What follows belongs to an exercise in optimizing a design on an open flow for small area; a production flow would make more cautious choices.
Function was checked by simulation only, so behaviour that the tests miss may differ from the original.
The flow treats the clock pin as an ideal source, which a real chip does not have.
Power figures rest on the tool's default switching activity, not on a simulated workload.

===== design/flow/flow/post_cts.tcl =====
# After clock tree synthesis (built with clkbuf_4), upsize clock buffers to
# clkbuf_8 to keep the flip-flop clock slew low: first each buffer that
# drives more than 12 pins (the root), then each buffer whose loads see a
# slew over 105 ps (placement estimate); then legalize the placement again.
proc clk_loads { inst } {
  set out [get_pins -of_objects $inst -filter "direction == output"]
  set net [get_nets -of_objects $out]
  return [get_pins -of_objects $net -filter "direction == input"]
}
foreach inst [get_cells clkbuf_*] {
  set fo [llength [clk_loads $inst]]
  if { $fo > 12 } {
    replace_cell $inst sky130_fd_sc_hd__clkbuf_8
    puts "post_cts: upsized [get_property $inst name] (fanout $fo)"
  }
}
estimate_parasitics -placement
foreach inst [get_cells clkbuf_*] {
  if { [get_property [get_lib_cells -of_objects $inst] name] eq "sky130_fd_sc_hd__clkbuf_8" } {
    continue
  }
  set worst 0.0
  foreach p [clk_loads $inst] {
    set s [get_property $p slew_max]
    if { $s > $worst } { set worst $s }
  }
  if { $worst > 0.105 } {
    replace_cell $inst sky130_fd_sc_hd__clkbuf_8
    puts "post_cts: upsized [get_property $inst name] (slew $worst)"
  }
}
detailed_placement
check_placement -verbose
estimate_parasitics -placement

===== design/flow/flow/run.sh =====
#!/bin/bash
# Layout: the standard ORFS flow, with these changes:
#  * ports are buffered with buf_1 cells (the standard flow's buffer_ports picks
#    a larger delay buffer);
#  * clock tree synthesis uses clkbuf_4 and inserts no dummy loads; clock
#    buffers with a large fanout or load slew are then upsized to clkbuf_8
#    (post_cts.tcl).
# The make output goes to flow.log here; ORFS keeps each step's log under orfs/logs.
set -euo pipefail
bash standard.sh \
  "BUFFER_PORTS_ARGS=-buffer_cell sky130_fd_sc_hd__buf_1" \
  "CTS_ARGS=-sink_clustering_enable -repair_clock_nets -buf_list sky130_fd_sc_hd__clkbuf_4 -dont_use_dummy_load" \
  "POST_CTS_TCL=$PWD/flow/post_cts.tcl" \
  finish > flow.log 2>&1

===== design/flow/config.mk =====
export PLATFORM = sky130hd
export DESIGN_NAME = simpletimer
export DESIGN_NICKNAME = simpletimer
export VERILOG_FILES = /design/flow/design.v
export SDC_FILE = /design/flow/constraint.sdc
export NUM_CORES = 4
export LEC_CHECK = 0
export CAP_MARGIN = 20
export CORE_MARGIN = 2
export CORE_UTILIZATION = 40
export CTS_BUF_LIST = sky130_fd_sc_hd__clkbuf_8
export GPL_TIMING_DRIVEN = 0
export SLEW_MARGIN = 20
export SYNTH_HIERARCHICAL = 1

===== design/flow/standard.sh =====
#!/bin/bash
# synth_recipe.tcl (not shown) runs the flow's synth.tcl, then flattens the netlist and writes it again
# the make line also repeats each setting of config.mk as NAME=value (left out here)
make -C /OpenROAD-flow-scripts/flow DESIGN_CONFIG=/design/flow/config.mk WORK_HOME=/design/flow/orfs CLKGATE_MAP_FILE= SYNTH_SCRIPT=/design/flow/synth_recipe.tcl "${@:-finish}"

===== design/flow/design.v =====
module simpletimer (
    input         clk,
    input         reset_n,
    output  [7:0] data_out,
    input   [7:0] data_in,
    input         cs_n,
    input         rd_n,
    input         wr_n,
    input   [3:0] addr
);
    reg         timer_busy;
    reg   [7:0] timer_cfg;
    reg  [31:0] timer_cnt;
    reg  [31:0] timer_now;
    reg  [31:0] timer_del;
    reg  [14:0] done_lo;
    reg  [16:0] done_hi;
    wire [31:0] done_time = {done_hi, done_lo};
    reg         done_c;
    reg         cfg_wr;
    reg         run;
    wire        run_n;
    genvar i, k;
    wire [7:0] din_n;
    wire [3:0] a_n;
    wire cs_i, rd_i, wr_i, wsel_n, rsel_n, wsel, rsel;
    generate for (i = 0; i < 8; i = i + 1) begin : g_dinn
        p_inv u (.a(data_in[i]), .y(din_n[i]));
    end endgenerate
    generate for (i = 0; i < 4; i = i + 1) begin : g_an
        p_inv u (.a(addr[i]), .y(a_n[i]));
    end endgenerate
    p_inv   u_csi (.a(cs_n), .y(cs_i));
    p_inv   u_rdi (.a(rd_n), .y(rd_i));
    p_inv   u_wri (.a(wr_n), .y(wr_i));
    p_nand3 u_wsn (.a(cs_i), .b(rd_n), .c(wr_i), .y(wsel_n));
    p_nand4 u_rsn (.a(cs_i), .b(rd_i), .c(wr_n), .d(run), .y(rsel_n));
    p_inv   u_ws  (.a(wsel_n), .y(wsel));
    p_inv   u_rs  (.a(rsel_n), .y(rsel));
    wire [3:0] lo_n;
    p_nand2 u_lo0 (.a(a_n[1]),  .b(a_n[0]),  .y(lo_n[0]));
    p_nand2 u_lo1 (.a(a_n[1]),  .b(addr[0]), .y(lo_n[1]));
    p_nand2 u_lo2 (.a(addr[1]), .b(a_n[0]),  .y(lo_n[2]));
    p_nand2 u_lo3 (.a(addr[1]), .b(addr[0]), .y(lo_n[3]));
    wire [2:0] wh_n, rh_n;
    p_nand3 u_wh0 (.a(wsel), .b(a_n[3]),  .c(a_n[2]),  .y(wh_n[0]));
    p_nand3 u_wh1 (.a(wsel), .b(a_n[3]),  .c(addr[2]), .y(wh_n[1]));
    p_nand3 u_wh2 (.a(wsel), .b(addr[3]), .c(a_n[2]),  .y(wh_n[2]));
    p_nand3 u_rh0 (.a(rsel), .b(a_n[3]),  .c(a_n[2]),  .y(rh_n[0]));
    p_nand3 u_rh1 (.a(rsel), .b(a_n[3]),  .c(addr[2]), .y(rh_n[1]));
    p_nand3 u_rh2 (.a(rsel), .b(addr[3]), .c(a_n[2]),  .y(rh_n[2]));
    wire [9:0] we, rs;
    generate for (k = 0; k < 10; k = k + 1) begin : g_sel
        p_nor2 uw (.a(lo_n[k % 4]), .b(wh_n[k / 4]), .y(we[k]));
        p_nor2 ur (.a(lo_n[k % 4]), .b(rh_n[k / 4]), .y(rs[k]));
    end endgenerate
    wire [4:0] hd;
    generate for (k = 0; k < 5; k = k + 1) begin : g_hd
        p_nor2 u (.a(we[k]), .b(run_n), .y(hd[k]));
    end endgenerate
    wire [9:6] we_n;
    generate for (k = 6; k < 10; k = k + 1) begin : g_wen
        p_inv u (.a(we[k]), .y(we_n[k]));
    end endgenerate
    p_inv u_runn (.a(run), .y(run_n));
    wire on;
    p_and2  u_on   (.a(timer_cfg[0]), .b(run), .y(on));
    wire on_n, start, cap, ld_n, ld_on, inc_on;
    p_inv   u_onn  (.a(on), .y(on_n));
    p_and2  u_st   (.a(cfg_wr), .b(timer_cfg[1]), .y(start));
    p_and3  u_cap  (.a(cfg_wr), .b(timer_cfg[2]), .c(run), .y(cap));
    p_nand2 u_ldn  (.a(cfg_wr), .b(timer_cfg[3]), .y(ld_n));
    p_nor2  u_ldon (.a(ld_n), .b(on_n), .y(ld_on));
    p_and2  u_inon (.a(ld_n), .b(on), .y(inc_on));
    wire lo_add, lo_hold, strq;
    p_and4  u_ladd (.a(we[4]), .b(data_in[1]), .c(data_in[0]), .d(run), .y(lo_add));
    p_or2   u_strq (.a(data_in[1]), .b(din_n[0]), .y(strq));
    p_a21oi u_lhld (.a1(we[4]), .a2(strq), .b1(run_n), .y(lo_hold));
    wire [7:0]  cfg_d;
    wire [31:0] del_d;
    generate for (i = 0; i < 8; i = i + 1) begin : g_cfg
        p_a22o ud (.a1(we[4]), .a2(data_in[i]), .b1(hd[4]), .b2(timer_cfg[i]), .y(cfg_d[i]));
    end endgenerate
    generate for (i = 0; i < 32; i = i + 1) begin : g_del
        p_a22o ud (.a1(we[i / 8]), .a2(data_in[i % 8]), .b1(hd[i / 8]), .b2(timer_del[i]), .y(del_d[i]));
    end endgenerate
    wire [3:0] nw, nh;
    wire cap_h;
    p_or2 u_caph (.a(cap), .b(run_n), .y(cap_h));
    generate for (k = 0; k < 4; k = k + 1) begin : g_nsel
        p_nor2 uw (.a(we_n[6 + k]), .b(cap),   .y(nw[k]));
        p_nor2 uh (.a(we[6 + k]),   .b(cap_h), .y(nh[k]));
    end endgenerate
    wire [31:0] now_dn, now_d;
    generate for (i = 0; i < 32; i = i + 1) begin : g_now
        p_a222oi ua (.a1(cap), .a2(timer_cnt[i]), .b1(nw[i / 8]), .b2(data_in[i % 8]),
                     .c1(nh[i / 8]), .c2(timer_now[i]), .y(now_dn[i]));
        p_inv    ui (.a(now_dn[i]), .y(now_d[i]));
    end endgenerate
    wire [31:0] inc;
    wire [32:0] t;
    wire [5:0]  nib_n;
    generate for (k = 0; k < 6; k = k + 1) begin : g_nib
        p_nand4 u (.a(timer_cnt[4*k]), .b(timer_cnt[4*k+1]), .c(timer_cnt[4*k+2]),
                   .d(timer_cnt[4*k+3]), .y(nib_n[k]));
    end endgenerate
    wire z23, z45;
    p_nor2 u_t8  (.a(nib_n[0]), .b(nib_n[1]), .y(t[8]));
    p_nor2 u_z23 (.a(nib_n[2]), .b(nib_n[3]), .y(z23));
    p_and2 u_t16 (.a(t[8]), .b(z23), .y(t[16]));
    p_nor2 u_z45 (.a(nib_n[4]), .b(nib_n[5]), .y(z45));
    p_and2 u_t24 (.a(t[16]), .b(z45), .y(t[24]));
    p_inv  u_i0  (.a(timer_cnt[0]), .y(inc[0]));
    assign t[1] = timer_cnt[0];
    generate for (i = 1; i < 32; i = i + 1) begin : g_inc
        if ((i % 8) == 7) begin : gx
            p_xor2 u (.a(timer_cnt[i]), .b(t[i]), .y(inc[i]));
        end else begin : gh
            p_ha u (.a(timer_cnt[i]), .b(t[i]), .s(inc[i]), .co(t[i+1]));
        end
    end endgenerate
    assign t[0] = 1'b1;
    assign t[32] = 1'b0;
    wire [31:0] cnt_d;
    generate for (i = 0; i < 32; i = i + 1) begin : g_cnt
        p_a22o ud (.a1(ld_on), .a2(timer_now[i]), .b1(inc_on), .b2(inc[i]), .y(cnt_d[i]));
    end endgenerate
    wire [14:0] s_lo;
    wire        c16, c16_r;
    p_and2 u_c16r (.a(c16), .b(run), .y(c16_r));
    add15_lo u_addlo (.a(done_time[14:0]), .b(timer_del[14:0]), .s(s_lo), .co(c16));
    wire [14:0] lo_d;
    generate for (i = 0; i < 15; i = i + 1) begin : g_lo
        p_a22o ud (.a1(lo_add), .a2(s_lo[i]), .b1(lo_hold), .b2(done_time[i]), .y(lo_d[i]));
    end endgenerate
    wire st2_n, hi_add, hi_hold;
    p_nand3 u_st2n (.a(cfg_wr), .b(timer_cfg[1]), .c(on), .y(st2_n));
    p_inv   u_hadd (.a(st2_n), .y(hi_add));
    p_and2  u_hhld (.a(st2_n), .b(on), .y(hi_hold));
    wire [16:0] s_hi;
    add17_hi u_addhi (.a(done_time[31:15]), .b(timer_del[31:15]), .ci(done_c), .s(s_hi));
    wire [16:0] hi_d;
    generate for (i = 0; i < 17; i = i + 1) begin : g_hi
        p_a22o ud (.a1(hi_add), .a2(s_hi[i]), .b1(hi_hold), .b2(done_time[15 + i]), .y(hi_d[i]));
    end endgenerate
    wire [31:0] e;
    wire [7:0]  ne4;
    wire [3:0]  eq8;
    wire [1:0]  ne16;
    wire        neq, bz_n, busy_d;
    generate for (i = 0; i < 32; i = i + 1) begin : g_eq
        p_xnor2 u (.a(timer_cnt[i]), .b(done_time[i]), .y(e[i]));
    end endgenerate
    generate for (k = 0; k < 8; k = k + 1) begin : g_eq4
        p_nand4 u (.a(e[4*k]), .b(e[4*k+1]), .c(e[4*k+2]), .d(e[4*k+3]), .y(ne4[k]));
    end endgenerate
    generate for (k = 0; k < 4; k = k + 1) begin : g_eq8
        p_nor2 u (.a(ne4[2*k]), .b(ne4[2*k+1]), .y(eq8[k]));
    end endgenerate
    p_nand2 u_ne16a (.a(eq8[0]), .b(eq8[1]), .y(ne16[0]));
    p_nand2 u_ne16b (.a(eq8[2]), .b(eq8[3]), .y(ne16[1]));
    p_or2   u_neq   (.a(ne16[0]), .b(ne16[1]), .y(neq));
    p_a21oi u_bz    (.a1(timer_busy), .a2(neq), .b1(start), .y(bz_n));
    p_nor2  u_bd    (.a(bz_n), .b(on_n), .y(busy_d));
    wire [7:0] ra, rb, rc;
    wire       rbusy_n;
    generate for (i = 0; i < 8; i = i + 1) begin : g_rd
        p_a222oi ua (.a1(rs[0]), .a2(timer_del[i]),      .b1(rs[1]), .b2(timer_del[8 + i]),
                     .c1(rs[2]), .c2(timer_del[16 + i]), .y(ra[i]));
        p_a222oi ub (.a1(rs[3]), .a2(timer_del[24 + i]), .b1(rs[4]), .b2(timer_cfg[i]),
                     .c1(rs[6]), .c2(timer_now[i]),      .y(rb[i]));
        p_a222oi uc (.a1(rs[7]), .a2(timer_now[8 + i]),  .b1(rs[8]), .b2(timer_now[16 + i]),
                     .c1(rs[9]), .c2(timer_now[24 + i]), .y(rc[i]));
        if (i == 0) begin : g0
            p_nand2 ubz (.a(rs[5]), .b(timer_busy), .y(rbusy_n));
            p_nand4 uo  (.a(ra[i]), .b(rb[i]), .c(rc[i]), .d(rbusy_n), .y(data_out[i]));
        end else begin : gn
            p_nand3 uo  (.a(ra[i]), .b(rb[i]), .c(rc[i]), .y(data_out[i]));
        end
    end endgenerate
    always @(posedge clk or negedge reset_n) begin
        if (~reset_n)
            run <= 1'b0;
        else
            run <= 1'b1;
    end
    always @(posedge clk) begin
        timer_cfg  <= cfg_d;
        timer_del  <= del_d;
        timer_now  <= now_d;
        done_lo    <= lo_d;
        done_hi    <= hi_d;
        timer_busy <= busy_d;
        cfg_wr     <= we[4];
        timer_cnt  <= cnt_d;
        done_c     <= c16_r;
    end
endmodule
module add15_lo (
    input  [14:0] a,
    input  [14:0] b,
    output [14:0] s,
    output        co
);
    wire [2:0] c;
    wire [9:0] x;
    wire [1:0] xc;
    rca5 u_a (.a(a[4:0]), .b(b[4:0]), .s(s[4:0]), .co(c[0]));
    genvar j;
    generate for (j = 1; j < 3; j = j + 1) begin : g
        rca5 u_r (.a(a[5*j +: 5]), .b(b[5*j +: 5]), .s(x[5*j-5 +: 5]), .co(xc[j-1]));
        fix5 u_f (.x(x[5*j-5 +: 5]), .c(c[j-1]), .xc(xc[j-1]), .s(s[5*j +: 5]), .co(c[j]));
    end endgenerate
    assign co = c[2];
endmodule
module add17_hi (
    input  [16:0] a,
    input  [16:0] b,
    input         ci,
    output [16:0] s
);
    wire [2:0] c;
    wire [11:0] x;
    wire [1:0]  xc;
    rca5c u_a (.a(a[4:0]), .b(b[4:0]), .ci(ci), .s(s[4:0]), .co(c[0]));
    genvar j;
    generate for (j = 0; j < 2; j = j + 1) begin : g
        rca4 u_r (.a(a[5+4*j +: 4]), .b(b[5+4*j +: 4]), .s(x[4*j +: 4]), .co(xc[j]));
        fix4 u_f (.x(x[4*j +: 4]), .c(c[j]), .xc(xc[j]), .s(s[5+4*j +: 4]), .co(c[j+1]));
    end endgenerate
    wire [3:0] xt;
    rca4s  u_rt (.a(a[16:13]), .b(b[16:13]), .s(xt));
    fix4s  u_ft (.x(xt), .c(c[2]), .s(s[16:13]));
endmodule
module rca5 (
    input  [4:0] a,
    input  [4:0] b,
    output [4:0] s,
    output       co
);
    wire [5:1] c;
    p_ha u0 (.a(a[0]), .b(b[0]), .s(s[0]), .co(c[1]));
    p_fa u1 (.a(a[1]), .b(b[1]), .ci(c[1]), .s(s[1]), .co(c[2]));
    p_fa u2 (.a(a[2]), .b(b[2]), .ci(c[2]), .s(s[2]), .co(c[3]));
    p_fa u3 (.a(a[3]), .b(b[3]), .ci(c[3]), .s(s[3]), .co(c[4]));
    p_fa u4 (.a(a[4]), .b(b[4]), .ci(c[4]), .s(s[4]), .co(c[5]));
    assign co = c[5];
endmodule
module rca5c (
    input  [4:0] a,
    input  [4:0] b,
    input        ci,
    output [4:0] s,
    output       co
);
    wire [5:1] c;
    p_fa u0 (.a(a[0]), .b(b[0]), .ci(ci),   .s(s[0]), .co(c[1]));
    p_fa u1 (.a(a[1]), .b(b[1]), .ci(c[1]), .s(s[1]), .co(c[2]));
    p_fa u2 (.a(a[2]), .b(b[2]), .ci(c[2]), .s(s[2]), .co(c[3]));
    p_fa u3 (.a(a[3]), .b(b[3]), .ci(c[3]), .s(s[3]), .co(c[4]));
    p_fa u4 (.a(a[4]), .b(b[4]), .ci(c[4]), .s(s[4]), .co(c[5]));
    assign co = c[5];
endmodule
module fix4s (
    input  [3:0] x,
    input        c,
    output [3:0] s
);
    wire q1, q2, q3;
    p_xor2  u0 (.a(x[0]), .b(c), .y(s[0]));
    p_nand2 n1 (.a(c), .b(x[0]), .y(q1));
    p_xnor2 u1 (.a(x[1]), .b(q1), .y(s[1]));
    p_nand3 n2 (.a(c), .b(x[0]), .c(x[1]), .y(q2));
    p_xnor2 u2 (.a(x[2]), .b(q2), .y(s[2]));
    p_nand4 n3 (.a(c), .b(x[0]), .c(x[1]), .d(x[2]), .y(q3));
    p_xnor2 u3 (.a(x[3]), .b(q3), .y(s[3]));
endmodule
module fix5 (
    input  [4:0] x,
    input        c,
    input        xc,
    output [4:0] s,
    output       co
);
    wire q1, q2, q3, q4, q5, xc_n;
    p_xor2   u0 (.a(x[0]), .b(c), .y(s[0]));
    p_nand2  n1 (.a(c), .b(x[0]), .y(q1));
    p_xnor2  u1 (.a(x[1]), .b(q1), .y(s[1]));
    p_nand3  n2 (.a(c), .b(x[0]), .c(x[1]), .y(q2));
    p_xnor2  u2 (.a(x[2]), .b(q2), .y(s[2]));
    p_nand4  n3 (.a(c), .b(x[0]), .c(x[1]), .d(x[2]), .y(q3));
    p_xnor2  u3 (.a(x[3]), .b(q3), .y(s[3]));
    p_nand2b n4 (.a_n(q3), .b(x[3]), .y(q4));
    p_xnor2  u4 (.a(x[4]), .b(q4), .y(s[4]));
    p_nand2b n5 (.a_n(q4), .b(x[4]), .y(q5));
    p_inv    ux (.a(xc), .y(xc_n));
    p_nand2  uc (.a(xc_n), .b(q5), .y(co));
endmodule
module rca4 (
    input  [3:0] a,
    input  [3:0] b,
    output [3:0] s,
    output       co
);
    wire [4:1] c;
    p_ha u0 (.a(a[0]), .b(b[0]), .s(s[0]), .co(c[1]));
    p_fa u1 (.a(a[1]), .b(b[1]), .ci(c[1]), .s(s[1]), .co(c[2]));
    p_fa u2 (.a(a[2]), .b(b[2]), .ci(c[2]), .s(s[2]), .co(c[3]));
    p_fa u3 (.a(a[3]), .b(b[3]), .ci(c[3]), .s(s[3]), .co(c[4]));
    assign co = c[4];
endmodule
module rca4s (
    input  [3:0] a,
    input  [3:0] b,
    output [3:0] s
);
    wire [3:1] c;
    p_ha u0 (.a(a[0]), .b(b[0]), .s(s[0]), .co(c[1]));
    p_fa u1 (.a(a[1]), .b(b[1]), .ci(c[1]), .s(s[1]), .co(c[2]));
    p_fa u2 (.a(a[2]), .b(b[2]), .ci(c[2]), .s(s[2]), .co(c[3]));
    p_fa u3 (.a(a[3]), .b(b[3]), .ci(c[3]), .s(s[3]), .co());
endmodule
module rca4c (
    input  [3:0] a,
    input  [3:0] b,
    input        ci,
    output [3:0] s,
    output       co
);
    wire [4:1] c;
    p_fa u0 (.a(a[0]), .b(b[0]), .ci(ci),   .s(s[0]), .co(c[1]));
    p_fa u1 (.a(a[1]), .b(b[1]), .ci(c[1]), .s(s[1]), .co(c[2]));
    p_fa u2 (.a(a[2]), .b(b[2]), .ci(c[2]), .s(s[2]), .co(c[3]));
    p_fa u3 (.a(a[3]), .b(b[3]), .ci(c[3]), .s(s[3]), .co(c[4]));
    assign co = c[4];
endmodule
module fix4 (
    input  [3:0] x,
    input        c,
    input        xc,
    output [3:0] s,
    output       co
);
    wire q1, q2, q3, p;
    p_xor2  u0 (.a(x[0]), .b(c), .y(s[0]));
    p_nand2 n1 (.a(c), .b(x[0]), .y(q1));
    p_xnor2 u1 (.a(x[1]), .b(q1), .y(s[1]));
    p_nand3 n2 (.a(c), .b(x[0]), .c(x[1]), .y(q2));
    p_xnor2 u2 (.a(x[2]), .b(q2), .y(s[2]));
    p_nand4 n3 (.a(c), .b(x[0]), .c(x[1]), .d(x[2]), .y(q3));
    p_xnor2 u3 (.a(x[3]), .b(q3), .y(s[3]));
    p_and4  up (.a(x[0]), .b(x[1]), .c(x[2]), .d(x[3]), .y(p));
    p_a21o  uc (.a1(c), .a2(p), .b1(xc), .y(co));
endmodule
module p_inv   (input a, output y); assign y = ~a; endmodule
module p_nand2 (input a, input b, output y); assign y = ~(a & b); endmodule
module p_nor2  (input a, input b, output y); assign y = ~(a | b); endmodule
module p_and2  (input a, input b, output y); assign y = a & b; endmodule
module p_or2   (input a, input b, output y); assign y = a | b; endmodule
module p_and3  (input a, input b, input c, output y); assign y = a & b & c; endmodule
module p_and4  (input a, input b, input c, input d, output y); assign y = a & b & c & d; endmodule
module p_a21o  (input a1, input a2, input b1, output y); assign y = (a1 & a2) | b1; endmodule
module p_a22o  (input a1, input a2, input b1, input b2, output y); assign y = (a1 & a2) | (b1 & b2); endmodule
module p_nand2b (input a_n, input b, output y); assign y = ~(~a_n & b); endmodule
module p_nand3 (input a, input b, input c, output y); assign y = ~(a & b & c); endmodule
module p_nand4 (input a, input b, input c, input d, output y); assign y = ~(a & b & c & d); endmodule
module p_a21oi (input a1, input a2, input b1, output y); assign y = ~((a1 & a2) | b1); endmodule
module p_a222oi (input a1, input a2, input b1, input b2, input c1, input c2, output y);
    assign y = ~((a1 & a2) | (b1 & b2) | (c1 & c2));
endmodule
module p_xor2  (input a, input b, output y); assign y = a ^ b; endmodule
module p_xnor2 (input a, input b, output y); assign y = ~(a ^ b); endmodule
module p_ha    (input a, input b, output s, output co); assign s = a ^ b; assign co = a & b; endmodule
module p_fa    (input a, input b, input ci, output s, output co);
    assign s  = a ^ b ^ ci;
    assign co = (a & b) | (ci & (a ^ b));
endmodule

===== design/flow/constraint.sdc =====
create_clock -name core_clock -period 4.0 [get_ports {clk}]
set_input_delay 0.8000 -clock core_clock [delete_from_list [all_inputs] [get_ports {clk}]]
set_output_delay 0.8000 -clock core_clock [all_outputs]
set_load 0.01 [all_outputs]

==> results of run 1 <==
## worst register-to-register path, stage by stage, from the launching register on
cell and delay (ps):
dfxtp_1 350, fa_1 450, fa_1 400, fa_1 400
fa_1 410, fa_1 480, a21o_1 290, a21o_1 250
nand4_1 120, xnor2_1 80, a22o_1 200
## through the flow
| step | std cells | worst slack [ps] | hold slack [ps] |
|---|---|---|---|
| floorplan | 589 | 722 | 440 |
| global placement | 829 | 481 | 455 |
| detailed placement | 830 | 476 | 454 |
| global route | 848 | 269 | 502 |
| finish | 848 | 484 | 488 |
## flip-flops by register name, indices dropped and copies added, names as in the netlist
signal      count
cfg_wr          1
done_c          1
done_hi        17
done_lo        15
run             1
timer_busy      1
timer_cfg       8
timer_cnt      32
timer_del      32
timer_now      32
## power by group through the flow
stage               clock [mW]  sequential (mW)  combinational (mW)
detailed placement           0             1.44              0.0706
floorplan                    0             1.44              0.0308
global route             0.762             1.41              0.0783
global placement             0             1.44              0.0692
finish                   0.690             1.41              0.0735
## cell families after synthesis
kind of cell,share of synthesized area [%]
AOI/OAI and AO/OA,23.1
xor gates and xnor gates,7.80
adders and majority gates,14.3
buffers and inverters,3.00
DFF,43.1
other,0.0576
and+or+nand+nor,8.62
## Yosys stat by module, one instance, submodules excluded, excerpt
| module | area (um^2) | copies in the design | flops+latches | cells |
|---|---|---|---|---|
| p_or2 | 6.26 | 3 | 0 | 1 |
| p_ha | 12.5 | 33 | 0 | 1 |
| p_xor2 | 8.76 | 9 | 0 | 1 |
| p_nand2 | 3.75 | 15 | 0 | 1 |
| p_and4 | 8.76 | 3 | 0 | 1 |
| p_inv | 3.75 | 52 | 0 | 1 |
| p_a21o | 7.51 | 2 | 0 | 1 |
| p_fa | 20.0 | 26 | 0 | 1 |
| p_nand3 | 5.00 | 20 | 0 | 1 |
| p_nand2b | 6.26 | 4 | 0 | 1 |
## how the worst max path moves through the flow
stage | start | endpoint | slack [ps] | cells after the start
2_1_floorplan | done_hi[0]$_DFF_P_ | done_hi[16]$_DFF_P_ | 720 | 10
3_3_place_gp | done_hi[0]$_DFF_P_ | done_hi[16]$_DFF_P_ | 480 | 10
3_5_place_dp | done_hi[0]$_DFF_P_ | done_hi[16]$_DFF_P_ | 480 | 10
5_1_grt | done_lo[0]$_DFF_P_ | done_c$_DFF_P_ | 270 | 14
6_report | done_hi[0]$_DFF_P_ | done_hi[16]$_DFF_P_ | 480 | 10
## synthesized netlist by cell type
library cell / n / share of area, %
ha_1: 33 / 6.3
dfrtp_1: 1 / 0.38
nand3_1: 20 / 1.5
a21o_1: 2 / 0.23
nand2_1: 15 / 0.86
or2_1: 3 / 0.29
inv_1: 52 / 3.0
a21oi_2: 2 / 0.27
xnor2_1: 49 / 6.6
conb_1: 1 / 0.058
and3_1: 1 / 0.096
a22o_1: 104 / 14
a222oi_1: 56 / 8.6
dfxtp_1: 139 / 43
and2_1: 7 / 0.67
and4_1: 3 / 0.40
nand2b_1: 4 / 0.38
nor2_1: 41 / 2.4
fa_1: 26 / 8.0
xor2_1: 9 / 1.2
nand4_1: 21 / 2.0
## metal layers
metal / track usage, % / share of wire [%] / routed length [um]
met5: 0 / 0 / 0
met4: 9.42 / 3.7 / 696
met1: 29.2 / 43 / 8050
met2: 33.6 / 46 / 8600
met3: 5.05 / 7.4 / 1390
## layout make-up
cell class	count	area, um^2
clock buffers	17	153
well taps	216	270
multi-input cells	397	3520
repair buffers	26	120
flip-flops and latches	140	2810
inverters	52	195
fillers	1537	8820
==> reports/metrics.cfg, run 1 <==
[grt]
antenna_found_initial = 0
gr-total-overflow = 0
grt_pass1_wl_um = 28900
grt_max_degree = 38
grt_util_all_layers_pct = 21.8
grt_pass1_vias = 5039

[drt]
wl_per_cell_um = 22.1
drt_iter0_markers = 822
wl_um = 18700
drtPass1Iterations = 7
via_per_inst = 6.08
ant_nets = 0
vias = 5157
drc = 0

[timing]
finClkSkew_ps = 34.5
fin_tns_setup_ps = 0
finalCritPeriodShare_pct = 87.9
maxSlewViolCount = 0
min_period_ps = 3520
relSlewSlack_pct = 38.2
fmax_ghz = 0.284
worst_pin_slew_ps = 927
setup_viol = 0
rsz0062_at_grt = no
final_hold_viol_count = 0

[run_status]
status = no timing/DRC/antenna violations

[placed_design]
gp_congestion = 0.973
hpwl_um = 13500
placed_area_um2 = 6900
portBuffers = 24

[finish]
fin_util_pct = 44.5
n_antenna_cell = 0
final_common_cell = dfxtp_1
fin_area_um2 = 7070
syn_to_final_growth_pct = 8.49
drive_gt1_share_pct = 3.64
fin_nets = 710
layout_common_cells = dfxtp_1, a22o_1, a222oi_1

[cts]
clock-sinks = 140
worst_skew_pair.late_latency_ps = 440
cts_tree = yes
clk_pin_slew_ps = 100

[yosys]
synth.net_count = 665
ys_seq_area_share_pct = 43.1
syn_area_um2 = 6510
synth-warning-count = 7
avgSynthCellArea_um2 = 11.1
yosysUniqueCellTypes = 21
netlist_instances = 589
synth_seq_cells = 140

[power_and_ir_drop]
p_int_mw = 1.65
p_seq_share_pct = 64.8
clkPwrFrac_pct = 31.8
switching_share_pct = 23.8
power_frac_comb_pct = 3.4
total_power_mw = 2.17
powerDensity_nw_per_um2 = 307
worst_ir_drop_vdd_mv = 0.190
p_switching_uw = 517
p_leak_nw = 3.16

[die]
die_h_um = 132
die-area_um2 = 17300
rows = 46
die_w_um = 132
start_util_pct = 41.0
core_area_um2 = 15900
ioPinCount = 25

[critical_path]
critPathBufInv = 0
rr_startpoint = done_hi[0]$_DFF_P_
reg2reg_slack_ps = 480
critical_path_required_ps = 4340
crit_path_top_delay_cell = fa_1
crit_arrival_ps = 3850
path_cells = fa_1 > fa_1 > fa_1 > fa_1 > fa_1 > a21o_1 > a21o_1 > nand4_1 > xnor2_1 > a22o_1
startpoint_type = register
crit_top_cell = fa_1
slowest_delay_ps = 480
cp-end-kind = register
crit_type = reg -> reg
r2r_cells = 10
cpLargestDelayFamily = adder cells
rr_endpoint = done_hi[16]$_DFF_P_
cp_max_fo = 5

[worst_hold_path]
hold_class = reg -> reg
hp-start = timer_cfg[5]$_DFF_P_
hold_end = timer_cfg[5]$_DFF_P_
hold_depth = 1

[run]
drv_cap = 0

==> inputs of run 2 (changes only) <==
--- a/design/flow/config.mk
+++ b/design/flow/config.mk
@@ -10,5 +10,4 @@
 export CORE_UTILIZATION = 40
 export CTS_BUF_LIST = sky130_fd_sc_hd__clkbuf_8
-export GPL_TIMING_DRIVEN = 0
 export SLEW_MARGIN = 20
 export SYNTH_HIERARCHICAL = 1
==> run 2 against run 1 <==
Net effect: design area up 0.16%; first-iteration DRC count is 5.6% lower; wire length shrank 0.85%; flip-flop and latch count stayed put; total power decreased by 0.80%; setup slack gained 31 ps; final cell count up 0.47%; synthesized area stayed put; global-route usage is essentially flat; clock-buffer cell count stayed put; fmax is 0.88% higher; hold slack worse by 4.5 ps; largest power group unchanged.
==> reports/metrics.cfg, run 2 <==
[drt]
wl_um = 18600  ; was 18700 um
wl_per_cell_um = 21.8  ; was 22.1 um
ant_nets = 0  ; unchanged
drc = 0  ; unchanged
drtPass1Iterations = 7  ; unchanged
vias = 5144  ; was 5157
drt_iter0_markers = 776  ; was 822
via_per_inst = 6.04  ; was 6.08

[power_and_ir_drop]
switching_share_pct = 23.2  ; was 23.8%
power_frac_comb_pct = 3.4  ; about the same
clkPwrFrac_pct = 31.2  ; was 31.8%
p_switching_uw = 498  ; was 517 uW
total_power_mw = 2.15  ; was 2.17 mW
worst_ir_drop_vdd_mv = 0.158  ; was 0.190 mV
p_seq_share_pct = 65.3  ; was 64.8%
p_int_mw = 1.65  ; about the same
p_leak_nw = 3.18  ; was 3.16 nW
powerDensity_nw_per_um2 = 304  ; was 307 nW/um^2

[critical_path]
r2r_cells = 10  ; unchanged
crit_arrival_ps = 3800  ; was 3850 ps
critical_path_required_ps = 4320  ; was 4340 ps
cp-end-kind = register  ; unchanged
rr_endpoint = done_hi[15]$_DFF_P_  ; was done_hi[16]$_DFF_P_
startpoint_type = register  ; unchanged
rr_startpoint = done_hi[0]$_DFF_P_  ; unchanged
reg2reg_slack_ps = 510  ; was 480 ps
cp_max_fo = 5  ; unchanged
crit_type = reg -> reg  ; unchanged

[finish]
drive_gt1_share_pct = 4.09  ; was 3.64%
n_antenna_cell = 0  ; unchanged
final_common_cell = dfxtp_1  ; unchanged
fillers = 1537  ; unchanged
layout_common_cells = dfxtp_1, a22o_1, a222oi_1  ; unchanged
fin_area_um2 = 7080  ; was 7070 um^2
syn_to_final_growth_pct = 8.66  ; was 8.49%
fin_nets = 714  ; was 710
reg_top3 = timer_cnt x32, timer_del x32, timer_now x32  ; unchanged

[grt]
gr-total-overflow = 0  ; unchanged
grt_pass1_vias = 5044  ; was 5039
grt_max_degree = 37  ; was 38
grt_util_all_layers_pct = 21.8  ; about the same
grt_pass1_wl_um = 29000  ; was 28900 um
antenna_found_initial = 0  ; unchanged

[die]
start_util_pct = 41.0  ; unchanged
core_area_um2 = 15900  ; unchanged
die_h_um = 132  ; unchanged
rows = 46  ; unchanged
die_w_um = 132  ; unchanged
ioPinCount = 25  ; unchanged
die-area_um2 = 17300  ; unchanged

[timing]
whs_ps = 483  ; was 488 ps
fmax_ghz = 0.287  ; was 0.284 GHz
min_period_ps = 3490  ; was 3520 ps
worst_pin_slew_ps = 917  ; was 927 ps
setup_viol = 0  ; unchanged
final_hold_viol_count = 0  ; unchanged
fin_tns_setup_ps = 0  ; unchanged
finClkSkew_ps = 33.7  ; was 34.5 ps
finalCritPeriodShare_pct = 87.1  ; was 87.9%
rsz0062_at_grt = no  ; unchanged
relSlewSlack_pct = 38.9  ; was 38.2%
layout_setup_ws_ps = 515  ; was 484 ps
maxSlewViolCount = 0  ; unchanged

[yosys]
syn_area_um2 = 6510  ; unchanged
ys_seq_area_share_pct = 43.1  ; unchanged
netlist.area_leader.share_pct = 42.7  ; unchanged
synth_area_leaders = dfxtp_1, a22o_1, a222oi_1  ; unchanged
synth.net_count = 665  ; unchanged
netlist_instances = 589  ; unchanged
synth_edf_count = 0  ; unchanged
yosysUniqueCellTypes = 21  ; unchanged
synth_seq_cells = 140  ; unchanged
synth-warning-count = 7  ; unchanged
async_flop_share_pct = 0.714  ; unchanged
synth.most_common_cell = dfxtp_1  ; unchanged
synthFlopType = dfxtp_1  ; unchanged
netlist_top_cells_count = dfxtp_1, a22o_1, a222oi_1  ; unchanged
synth_top_area_cell = dfxtp_1  ; unchanged
avgSynthCellArea_um2 = 11.1  ; unchanged

[placed_design]
placed_area_um2 = 6910  ; was 6900 um^2
hpwl_um = 13700  ; was 13500 um
portBuffers = 24  ; unchanged
dp_slack_ps = 569  ; was 476 ps
gp_congestion = 0.867  ; was 0.973

[run_status]
status = no timing/DRC/antenna violations  ; unchanged

[cts]
clock-sinks = 140  ; unchanged
worst_skew_pair.late_latency_ps = 430  ; was 440 ps
clk_pin_slew_ps = 90  ; was 100 ps
cts_tree = yes  ; unchanged

[worst_hold_path]
hold_depth = 1  ; unchanged
hp-start = timer_cfg[5]$_DFF_P_  ; unchanged
hold_end = timer_cfg[5]$_DFF_P_  ; unchanged
hold_class = reg -> reg  ; unchanged

[run]
drv_cap = 0  ; unchanged

## run 2: cell counts after synthesis
No cell type changed its count.
## run 2: per-stage QoR
step	utilization, %	instances
6_report	44.6	852
3_3_place_gp	43.5	834
2_1_floorplan	-	589
5_1_grt	44.6	852
3_5_place_dp	43.5	834
## run 2: worst max-delay path by stage
stage,startpoint,end,slack [ps],cells after the start
2_1_floorplan,done_hi[0]$_DFF_P_,done_hi[16]$_DFF_P_,720,10
3_3_place_gp,done_hi[0]$_DFF_P_,done_hi[16]$_DFF_P_,580,10
3_5_place_dp,done_hi[0]$_DFF_P_,done_hi[15]$_DFF_P_,570,10
5_1_grt,done_lo[0]$_DFF_P_,done_c$_DFF_P_,370,14
6_report,done_hi[0]$_DFF_P_,done_hi[15]$_DFF_P_,510,10
## run 2: modules after synthesis, one instance, submodules excluded, a selection
module,cells inside,flops+latches,area [um^2],times used
p_a21o,1,0,7.51,2
p_a222oi,1,0,10.0,56
p_and3,1,0,6.26,1
p_and4,1,0,8.76,3
p_fa,1,0,20.0,26
p_ha,1,0,12.5,33
p_nand2,1,0,3.75,15
p_nand2b,1,0,6.26,4
p_nand3,1,0,5.00,20
p_nand4,1,0,6.26,21
p_nor2,1,0,3.75,41
p_or2,1,0,6.26,3
p_xnor2,1,0,8.76,49
p_xor2,1,0,8.76,9
simpletimer,141,140,2810,1
## run 2: logic make-up (layout without fill, tap and decap cells)
| kind of cell | Yosys count | count (layout) | synth area share [%] |
|---|---|---|---|
| fa+ha+maj | 59 | 59 | 14.3 |
| other cells | 1 | 1 | 0.0576 |
| xor+xnor | 58 | 58 | 7.80 |
| buf+inv | 52 | 99 | 3.00 |
| flops | 140 | 140 | 43.1 |
| simple gates | 115 | 115 | 8.62 |
| compound gates | 164 | 164 | 23.1 |
## run 2: power by group through the flow
stage | registers, mW | logic [mW] | clock network (mW)
final | 1.41 | 0.0739 | 0.673
after global routing | 1.41 | 0.0781 | 0.749
after detailed placement | 1.44 | 0.0716 | 0
after global placement | 1.44 | 0.0697 | 0
after floorplan | 1.44 | 0.0308 | 0
## run 2: per-layer routing
layer,vias to the layer above,wire (um),global-route usage [%]
met5,-,0,0
met2,203,8750,35.0
met4,0,402,7.37
li1,2363,-,-
met1,2550,8150,28.9
met3,28,1270,5.17
## run 2: layout make-up
class                           instances  area [um^2]  area share (%)
Sequential cell                       140         2810            39.7
Clock buffer                           17          153            2.16
Tap cell                              216          270            3.82
Inverter                               52          195            2.76
Multi-Input combinational cell        397         3510            49.7
Timing Repair Buffer                   30          138            1.94
## run 2: critical path, stage by stage, from the launching register on
cell and delay [ps]:
dfxtp_1 350, fa_1 440, fa_1 390, fa_1 390, fa_1 410, fa_1 480, a21o_1 280, a21o_1 240
nand3_1 110, xnor2_1 80, a22o_1 210

separate check: timing with driven ports:
The flow's constraints put no driver on any port. The routed layouts listed below were extracted and timed again, unchanged, in two steps. Step 1, drivers: a clkbuf_16 drives clk and a buf_2 each remaining input, both assumed. Step 2, shift: input delay + t, output delay - t, t = (earliest + latest rising clock arrival at the registers) / 2. This alone moves slack from input paths to output paths. Three values: ideal ports, drivers, drivers and shift; two values: the first two.
run	t, ns	slack for setup (ns)	worst data-port slew with drivers (ns)
run 1	0.464	0.484 / 0.484 / 0.484	0.03
run 2	0.450	0.515 / 0.500 / 0.515	0.04
After both steps every run listed still meets setup and hold.
